What follows belongs to an exercise in optimizing a design on an open flow for small area, a short achievable clock period and few clock cycles; a production flow would make more cautious choices.
The clock port is modelled as an ideal driver, which makes a skipped or thinned clock tree look cheaper than it is; a real chip needs a root buffer or a tree.
Power is estimated from default activity; no workload was simulated.

Setup of build 17:
==> flow/design.v <==
`timescale 1ps/1ps
module Conv(
    input clk,
    input rst,
    input in_st,
    input [7:0] din,
    output reg [15:0] dout,
    output reg out_st
);
reg [7:0] pix [0:15];
reg [9:0] upart, vreg, va;
reg [11:0] hpart;
reg [10:0] r_sr [0:10];
reg [6:0] cnt;
integer i;
always @(posedge clk) begin
    pix[0] <= din;
    for (i = 1; i < 16; i = i + 1)
        pix[i] <= pix[i-1];
    upart <= {1'b0, pix[7], 1'b0} + {2'b00, pix[15]};
    vreg <= upart + {2'b00, pix[0]};
    va <= vreg;
    hpart <= {1'b0, vreg, 1'b0} + {2'b00, va};
    r_sr[0] <= (hpart + {2'b00, vreg}) >> 1;
    for (i = 1; i < 11; i = i + 1)
        r_sr[i] <= r_sr[i-1];
end
reg [10:0] rsel;
always @(*) begin
    if (cnt >= 7'd32 && cnt < 7'd38)      rsel = r_sr[10];
    else if (cnt >= 7'd38 && cnt < 7'd44) rsel = r_sr[8];
    else if (cnt >= 7'd44 && cnt < 7'd50) rsel = r_sr[6];
    else if (cnt >= 7'd50 && cnt < 7'd56) rsel = r_sr[4];
    else if (cnt >= 7'd56 && cnt < 7'd62) rsel = r_sr[2];
    else                                   rsel = r_sr[0];
end
always @(posedge clk) begin
    dout <= {5'b00000, rsel};
end
always @(posedge clk) begin
    if (rst) begin
        cnt <= 7'd0;
        out_st <= 1'b0;
    end
    else begin
        if (in_st)
            cnt <= 7'd1;
        else if (cnt != 7'd0)
            cnt <= cnt + 7'd1;
        out_st <= (cnt == 7'd31);
    end
end
endmodule
==> flow/config.mk <==
export PLATFORM = sky130hd
export DESIGN_NAME = Conv
export DESIGN_NICKNAME = Conv
export VERILOG_FILES = /design/flow/design.v
export SDC_FILE = /design/flow/constraint.sdc
export NUM_CORES = 4
export LEC_CHECK = 0
export CAP_MARGIN = 20
export CORE_MARGIN = 2
export CORE_UTILIZATION = 40
export SETUP_SLACK_MARGIN = 4.0
export SLEW_MARGIN = 20
==> flow/constraint.sdc <==
create_clock -name core_clock -period 6.0 [get_ports {clk}]
set_input_delay 1.2000 -clock core_clock [delete_from_list [all_inputs] [get_ports {clk}]]
set_output_delay 1.2000 -clock core_clock [all_outputs]
set_load 0.01 [all_outputs]
standard.sh (not shown) runs the stock make flow with config.mk's settings and CLKGATE_MAP_FILE= SYNTH_SCRIPT=/design/flow/synth_recipe.tcl, a recipe that flattens the netlist after the stock synthesis.
==> flow/flow/run.sh <==
#!/bin/bash
# Standard ORFS layout, except that the clock tree is built by flow/mantree.tcl
# (one root buffer driving a few leaf buffers) instead of ORFS's CTS.
set -euo pipefail
HERE=$(cd "$(dirname "${BASH_SOURCE[0]}")" && pwd)
export PRE_CTS_TCL=$HERE/pre_cts.tcl
export MT_NX=2 MT_NY=5 MT_LEAF=sky130_fd_sc_hd__clkbuf_16
bash standard.sh finish > orfs_flow.log 2>&1
==> flow/flow/mantree.tcl <==
# Two-level clock tree built by hand: the clock port drives one root buffer,
# which drives NLEAF leaf buffers, each feeding a balanced cluster of flip-flops
# (split by x into columns, then by y within each column).
proc mantree_build {} {
  set nleafx [expr {[info exists ::env(MT_NX)] ? $::env(MT_NX) : 2}]
  set nleafy [expr {[info exists ::env(MT_NY)] ? $::env(MT_NY) : 5}]
  set leafm  [expr {[info exists ::env(MT_LEAF)] ? $::env(MT_LEAF) : "sky130_fd_sc_hd__clkbuf_16"}]
  set rootm  [expr {[info exists ::env(MT_ROOT)] ? $::env(MT_ROOT) : "sky130_fd_sc_hd__clkbuf_16"}]
  set db [ord::get_db]
  set block [ord::get_db_block]
  set clknet [$block findNet clk]
  set vdd [$block findNet VDD]
  set vss [$block findNet VSS]
  set sinks {}
  foreach it [$clknet getITerms] {
    set inst [$it getInst]
    set bb [$inst getBBox]
    set x [expr {([$bb xMin] + [$bb xMax]) / 2}]
    set y [expr {([$bb yMin] + [$bb yMax]) / 2}]
    lappend sinks [list $x $y $it]
  }
  set n [llength $sinks]
  puts "mantree: $n clock sinks, $nleafx x $nleafy leaves"
  # columns by x
  set sx [lsort -integer -index 0 $sinks]
  set groups {}
  for {set c 0} {$c < $nleafx} {incr c} {
    set a [expr {$c * $n / $nleafx}]
    set b [expr {($c + 1) * $n / $nleafx - 1}]
    set col [lsort -integer -index 1 [lrange $sx $a $b]]
    set m [llength $col]
    for {set r 0} {$r < $nleafy} {incr r} {
      set a2 [expr {$r * $m / $nleafy}]
      set b2 [expr {($r + 1) * $m / $nleafy - 1}]
      lappend groups [lrange $col $a2 $b2]
    }
  }
  set lm [$db findMaster $leafm]
  set rm [$db findMaster $rootm]
  set rootnet [odb::dbNet_create $block clknet_root]
  $rootnet setSigType CLOCK
  set k 0
  set sumx 0; set sumy 0
  foreach g $groups {
    set gx 0; set gy 0
    foreach s $g { incr gx [lindex $s 0]; incr gy [lindex $s 1] }
    set gx [expr {$gx / [llength $g]}]
    set gy [expr {$gy / [llength $g]}]
    set buf [odb::dbInst_create $block $lm clkbuf_leaf_$k]
    $buf setLocation [expr {$gx - [$lm getWidth] / 2}] [expr {$gy - [$lm getHeight] / 2}]
    $buf setPlacementStatus PLACED
    [$buf findITerm VPWR] connect $vdd
    [$buf findITerm VPB] connect $vdd
    [$buf findITerm VGND] connect $vss
    [$buf findITerm VNB] connect $vss
    set net [odb::dbNet_create $block clknet_leaf_$k]
    $net setSigType CLOCK
    [$buf findITerm A] connect $rootnet
    [$buf findITerm X] connect $net
    foreach s $g {
      set it [lindex $s 2]
      $it disconnect
      $it connect $net
    }
    incr sumx $gx; incr sumy $gy
    incr k
  }
  set rx [expr {$sumx / $k}]
  set ry [expr {$sumy / $k}]
  set root [odb::dbInst_create $block $rm clkbuf_root]
  $root setLocation [expr {$rx - [$rm getWidth] / 2}] [expr {$ry - [$rm getHeight] / 2}]
  $root setPlacementStatus PLACED
  [$root findITerm VPWR] connect $vdd
  [$root findITerm VPB] connect $vdd
  [$root findITerm VGND] connect $vss
  [$root findITerm VNB] connect $vss
  [$root findITerm A] connect $clknet
  [$root findITerm X] connect $rootnet
  $clknet setSigType CLOCK
  puts "mantree: root at $rx $ry, $k leaves"
}
Other scripts of this flow, unchanged in this note and not shown: flow/flow/pre_cts.tcl
Every stage of the flow completed for build 17, and the final layout passed the timing, DRC and antenna checks.
Edits applied to the flow inputs when going from build 17 to build 19:
Settings: CORE_UTILIZATION now 55, was 40; SETUP_SLACK_MARGIN now 4.3, was 4.0.
-- flow/flow/run.sh --
<<< build 17, line 7
export MT_NX=2 MT_NY=5 MT_LEAF=sky130_fd_sc_hd__clkbuf_16
>>> build 19, line 7
export MT_NX=4 MT_NY=4 MT_NROOT=4 MT_LEAF=sky130_fd_sc_hd__clkbuf_8 MT_ROOT=sky130_fd_sc_hd__clkbuf_8
-- flow/flow/mantree.tcl --
<<< build 17, line 1
# Two-level clock tree built by hand: the clock port drives one root buffer,
# which drives NLEAF leaf buffers, each feeding a balanced cluster of flip-flops
# (split by x into columns, then by y within each column).
>>> build 19, line 1
<<< build 17, line 9
>>> build 19, line 6
  set nroot  [expr {[info exists ::env(MT_NROOT)] ? $::env(MT_NROOT) : 1}]
<<< build 17, line 40
  set rootnet [odb::dbNet_create $block clknet_root]
  $rootnet setSigType CLOCK
>>> build 19, line 38
  set rootnets {}
  for {set q 0} {$q < $nroot} {incr q} {
    set rn [odb::dbNet_create $block clknet_root_$q]
    $rn setSigType CLOCK
    lappend rootnets $rn
    set sumx($q) 0; set sumy($q) 0; set cnt($q) 0
  }
<<< build 17, line 43
  set sumx 0; set sumy 0
>>> build 19, line 46
<<< build 17, line 45
>>> build 19, line 47
    set q [expr {($k / $nleafy) * $nroot / $nleafx}]
    set rootnet [lindex $rootnets $q]
<<< build 17, line 65
    incr sumx $gx; incr sumy $gy
>>> build 19, line 69
    incr sumx($q) $gx; incr sumy($q) $gy; incr cnt($q)
<<< build 17, line 68
  set rx [expr {$sumx / $k}]
  set ry [expr {$sumy / $k}]
  set root [odb::dbInst_create $block $rm clkbuf_root]
>>> build 19, line 72
  for {set q 0} {$q < $nroot} {incr q} {
  set rootnet [lindex $rootnets $q]
  set rx [expr {$sumx($q) / $cnt($q)}]
  set ry [expr {$sumy($q) / $cnt($q)}]
  set root [odb::dbInst_create $block $rm clkbuf_root_$q]
<<< build 17, line 79
>>> build 19, line 85
  puts "mantree: root $q at $rx $ry, $cnt($q) leaves"
  }
<<< build 17, line 80
  puts "mantree: root at $rx $ry, $k leaves"
>>> build 19, line 88
Findings:
- Build 19 | status: complete | timing, DRC, antenna: pass
- Build 19 vs build 17: multi-input gate count up slightly
- Against build 17, sum of routed wire length over all layers in build 19 rose by a little under 10%.
- On final instance area, the lower figure sits with build 17, not build 19.
- According to the power report, total power for build 19 is higher than for build 17.
- The flip-flop and latch area of build 19 is higher than that of build 17.
Input changes introduced in build 9 (baseline for comparison: build 19):
Settings: changing CORE_UTILIZATION from 55 to 40; changing SETUP_SLACK_MARGIN from 4.3 to 4.0.
-- flow/flow/run.sh --
<<< build 19, line 7
export MT_NX=4 MT_NY=4 MT_NROOT=4 MT_LEAF=sky130_fd_sc_hd__clkbuf_8 MT_ROOT=sky130_fd_sc_hd__clkbuf_8
>>> build 9, line 7
export MT_NX=4 MT_NY=4 MT_LEAF=sky130_fd_sc_hd__clkbuf_8
-- flow/flow/mantree.tcl --
<<< build 19, line 1
>>> build 9, line 1
# Two-level clock tree built by hand: the clock port drives one root buffer,
# which drives NLEAF leaf buffers, each feeding a balanced cluster of flip-flops
# (split by x into columns, then by y within each column).
<<< build 19, line 6
  set nroot  [expr {[info exists ::env(MT_NROOT)] ? $::env(MT_NROOT) : 1}]
>>> build 9, line 9
<<< build 19, line 38
  set rootnets {}
  for {set q 0} {$q < $nroot} {incr q} {
    set rn [odb::dbNet_create $block clknet_root_$q]
    $rn setSigType CLOCK
    lappend rootnets $rn
    set sumx($q) 0; set sumy($q) 0; set cnt($q) 0
  }
>>> build 9, line 40
  set rootnet [odb::dbNet_create $block clknet_root]
  $rootnet setSigType CLOCK
<<< build 19, line 46
>>> build 9, line 43
  set sumx 0; set sumy 0
<<< build 19, line 47
    set q [expr {($k / $nleafy) * $nroot / $nleafx}]
    set rootnet [lindex $rootnets $q]
>>> build 9, line 45
<<< build 19, line 69
    incr sumx($q) $gx; incr sumy($q) $gy; incr cnt($q)
>>> build 9, line 65
    incr sumx $gx; incr sumy $gy
<<< build 19, line 72
  for {set q 0} {$q < $nroot} {incr q} {
  set rootnet [lindex $rootnets $q]
  set rx [expr {$sumx($q) / $cnt($q)}]
  set ry [expr {$sumy($q) / $cnt($q)}]
  set root [odb::dbInst_create $block $rm clkbuf_root_$q]
>>> build 9, line 68
  set rx [expr {$sumx / $k}]
  set ry [expr {$sumy / $k}]
  set root [odb::dbInst_create $block $rm clkbuf_root]
<<< build 19, line 85
  puts "mantree: root $q at $rx $ry, $cnt($q) leaves"
  }
>>> build 9, line 79
<<< build 19, line 88
>>> build 9, line 80
  puts "mantree: root at $rx $ry, $k leaves"
Notes after the runs:
Going from build 19 to build 9, total chip power shrinks by 0.00012 W.
Total routed wire length on the met1 layer for build 9: 180 µm down relative to build 19
Max post-layout worst setup margin across build 19 and build 9: build 19
Edits applied to the flow inputs when going from build 9 to build 68:
Settings: setting ABC_AREA to 1 for the first time.
==> flow/flow/run.sh <==
#!/bin/bash
# Standard ORFS layout, except that the clock tree is built by flow/mantree.tcl
# (four root buffers, each driving four leaf buffers) instead of ORFS's CTS,
# and synthesis leaves adders to ABC instead of mapping them to full-adder cells.
set -euo pipefail
HERE=$(cd "$(dirname "${BASH_SOURCE[0]}")" && pwd)
export PRE_CTS_TCL=$HERE/pre_cts.tcl
export MT_NX=4 MT_NY=4 MT_NROOT=4 MT_LEAF=sky130_fd_sc_hd__clkbuf_8 MT_ROOT=sky130_fd_sc_hd__clkbuf_8
bash standard.sh finish ADDER_MAP_FILE= > orfs_flow.log 2>&1
-- flow/flow/mantree.tcl --
<<< build 9, line 1
# Two-level clock tree built by hand: the clock port drives one root buffer,
# which drives NLEAF leaf buffers, each feeding a balanced cluster of flip-flops
# (split by x into columns, then by y within each column).
>>> build 68, line 1
<<< build 9, line 9
>>> build 68, line 6
  set nroot  [expr {[info exists ::env(MT_NROOT)] ? $::env(MT_NROOT) : 1}]
<<< build 9, line 40
  set rootnet [odb::dbNet_create $block clknet_root]
  $rootnet setSigType CLOCK
>>> build 68, line 38
  set rootnets {}
  for {set q 0} {$q < $nroot} {incr q} {
    set rn [odb::dbNet_create $block clknet_root_$q]
    $rn setSigType CLOCK
    lappend rootnets $rn
    set sumx($q) 0; set sumy($q) 0; set cnt($q) 0
  }
<<< build 9, line 43
  set sumx 0; set sumy 0
>>> build 68, line 46
<<< build 9, line 45
>>> build 68, line 47
    set q [expr {($k / $nleafy) * $nroot / $nleafx}]
    set rootnet [lindex $rootnets $q]
<<< build 9, line 65
    incr sumx $gx; incr sumy $gy
>>> build 68, line 69
    incr sumx($q) $gx; incr sumy($q) $gy; incr cnt($q)
<<< build 9, line 68
  set rx [expr {$sumx / $k}]
  set ry [expr {$sumy / $k}]
  set root [odb::dbInst_create $block $rm clkbuf_root]
>>> build 68, line 72
  for {set q 0} {$q < $nroot} {incr q} {
  set rootnet [lindex $rootnets $q]
  set rx [expr {$sumx($q) / $cnt($q)}]
  set ry [expr {$sumy($q) / $cnt($q)}]
  set root [odb::dbInst_create $block $rm clkbuf_root_$q]
<<< build 9, line 79
>>> build 68, line 85
  puts "mantree: root $q at $rx $ry, $cnt($q) leaves"
  }
<<< build 9, line 80
  puts "mantree: root at $rx $ry, $k leaves"
>>> build 68, line 88
==> run summary <==
- Compared with build 9, build 68 shows a cell count that is 25% higher.
- Between build 68 and build 9, the multi-input gate share of total cell area does not differ in any meaningful way.
- [compare] base=build 9 new=build 68: worst-case setup margin in the final layout rose by 0.10 ns, clock period minus worst slack fell by 0.10 ns, total number of tap cells rose by about 1.8%, relative contribution of the clock network to total power rose by 1.3 points, area taken by flip-flops and latches stayed essentially flat.
- The global-route usage number comes out lower for build 9 vs build 68.
- Build 9 has a lower wire length of the first global-routing pass than build 68.
- Build 68 and build 9 ended up with nearly the same sequential power.
diff inputs: build 68 => build 20
Settings: a deleted ABC_AREA that had been 1.
-- flow/flow/run.sh --
<<< build 68, line 3
# (four root buffers, each driving four leaf buffers) instead of ORFS's CTS,
# and synthesis leaves adders to ABC instead of mapping them to full-adder cells.
>>> build 20, line 3
# (one root buffer driving a few leaf buffers) instead of ORFS's CTS.
<<< build 68, line 9
bash standard.sh finish ADDER_MAP_FILE= > orfs_flow.log 2>&1
>>> build 20, line 8
bash standard.sh finish > orfs_flow.log 2>&1
Results
The main combinational cell family by area after synthesis comes out simple AND/OR/NAND/NOR gates in one run and compound AO/OA/AOI/OAI gates in the other, namely in build 68 and build 20 respectively.
Compare build 20 and build 68 | number of standard cells in the layout, taps in and fillers out higher: build 68
Hold slack was lower in build 20 than in build 68.
The floorplan die height of build 20 is lower than that of build 68.
Sequential cell area essentially unchanged between build 20 and build 68.
Proportion of synthesized chip area in sequential cells sits higher in build 20 than in build 68.
Global-route usage (build 20 over build 68): decrease, 0.95 points
Build 20 against build 68; synthesized area is down by a few percent.
Worst setup timing slack at the placement stage, build 20 and build 68: lower on build 68
Compared with build 68, placement density in the core of build 20 is higher.
The share of post-route cells with drive strength above 1 in build 20 sits 3.1 points above the value recorded for build 68.
Multi-input gate share of the layout cell area across build 20 and build 68: no real change.
[inputs] build 60 vs build 20
-- flow/flow/run.sh --
<<< build 20, line 3
# (one root buffer driving a few leaf buffers) instead of ORFS's CTS.
>>> build 60, line 3
# (four root buffers, each driving four leaf buffers) instead of ORFS's CTS,
# and synthesis leaves adders to ABC instead of mapping them to full-adder cells.
<<< build 20, line 8
bash standard.sh finish > orfs_flow.log 2>&1
>>> build 60, line 9
bash standard.sh finish ADDER_MAP_FILE= > orfs_flow.log 2>&1
--- outcome ---
Routed wire length improves in build 60 relative to build 20.
Sort build 20 and build 60 by relative contribution of combinational cells to total power desc -> top: build 20
Relative to build 20, the total power of the final layout of build 60 is lower by 2.2%.
Status: highest attainable clock frequency parity (build 20, build 60)
The clock insertion delay at the later pin of the skew report of build 20 and that of build 60 are within noise of each other.
Floorplan check, build 60 vs build 20: die outline smaller in build 60
Share of the clock period used by the worst path of build 60 is on par with build 20.
Between build 60 and build 20, the clock transition at the registers of the reported paths does not differ in any meaningful way.
Pre-CTS worst setup slack (build 60 over build 20): decrease, 0.20 ns
Diff build 20 and build 60: routed via count divided by cell count higher in build 20
The run showing the smaller number of core rows is build 60.
No functional check of the RTL was part of any run of this note. No run of this note takes its clock network from TritonCTS; it comes from the design's own scripts or RTL.

## separate check: timing with driven ports
In the flow no input, the clock included, has a driving cell. The finished layouts below were timed again as built, in two steps.
Step 1, drivers: a clkbuf_16 drives clk and a buf_2 each remaining input, both assumed.
Step 2, shift: input delay + t, output delay - t, t = (earliest + latest rising clock arrival at the registers) / 2. This alone moves slack from input paths to output paths.
a / b / c = no drivers / after step 1 / after step 2; a / b = the first two.
run	t, ns	setup slack, ns	latest minus earliest clock arrival (ns)	worst register clock-pin slew, ns	worst data-port slew with drivers (ns)
build 17	0.445	3.942 / 3.904 / 3.856	0.009 / 0.010	0.11 / 0.11	0.04
build 19	0.377	4.019 / 3.959 / 4.042	0.029 / 0.029	0.11 / 0.11	0.05
build 9	0.453	3.933 / 3.892 / 3.850	0.018 / 0.018	0.11 / 0.11	0.04
build 68	0.394	4.034 / 3.964 / 3.694	0.020 / 0.020	0.12 / 0.12	0.03
build 20	0.382	4.017 / 3.953 / 3.845	0.034 / 0.034	0.12 / 0.12	0.04
build 60	0.380	4.022 / 3.958 / 3.781	0.022 / 0.022	0.11 / 0.11	0.03
After both steps setup and hold are still met in every run listed. The setup slack of build 68, which loses most, moves by -0.070 ns with the drivers and by -0.340 ns with both steps.
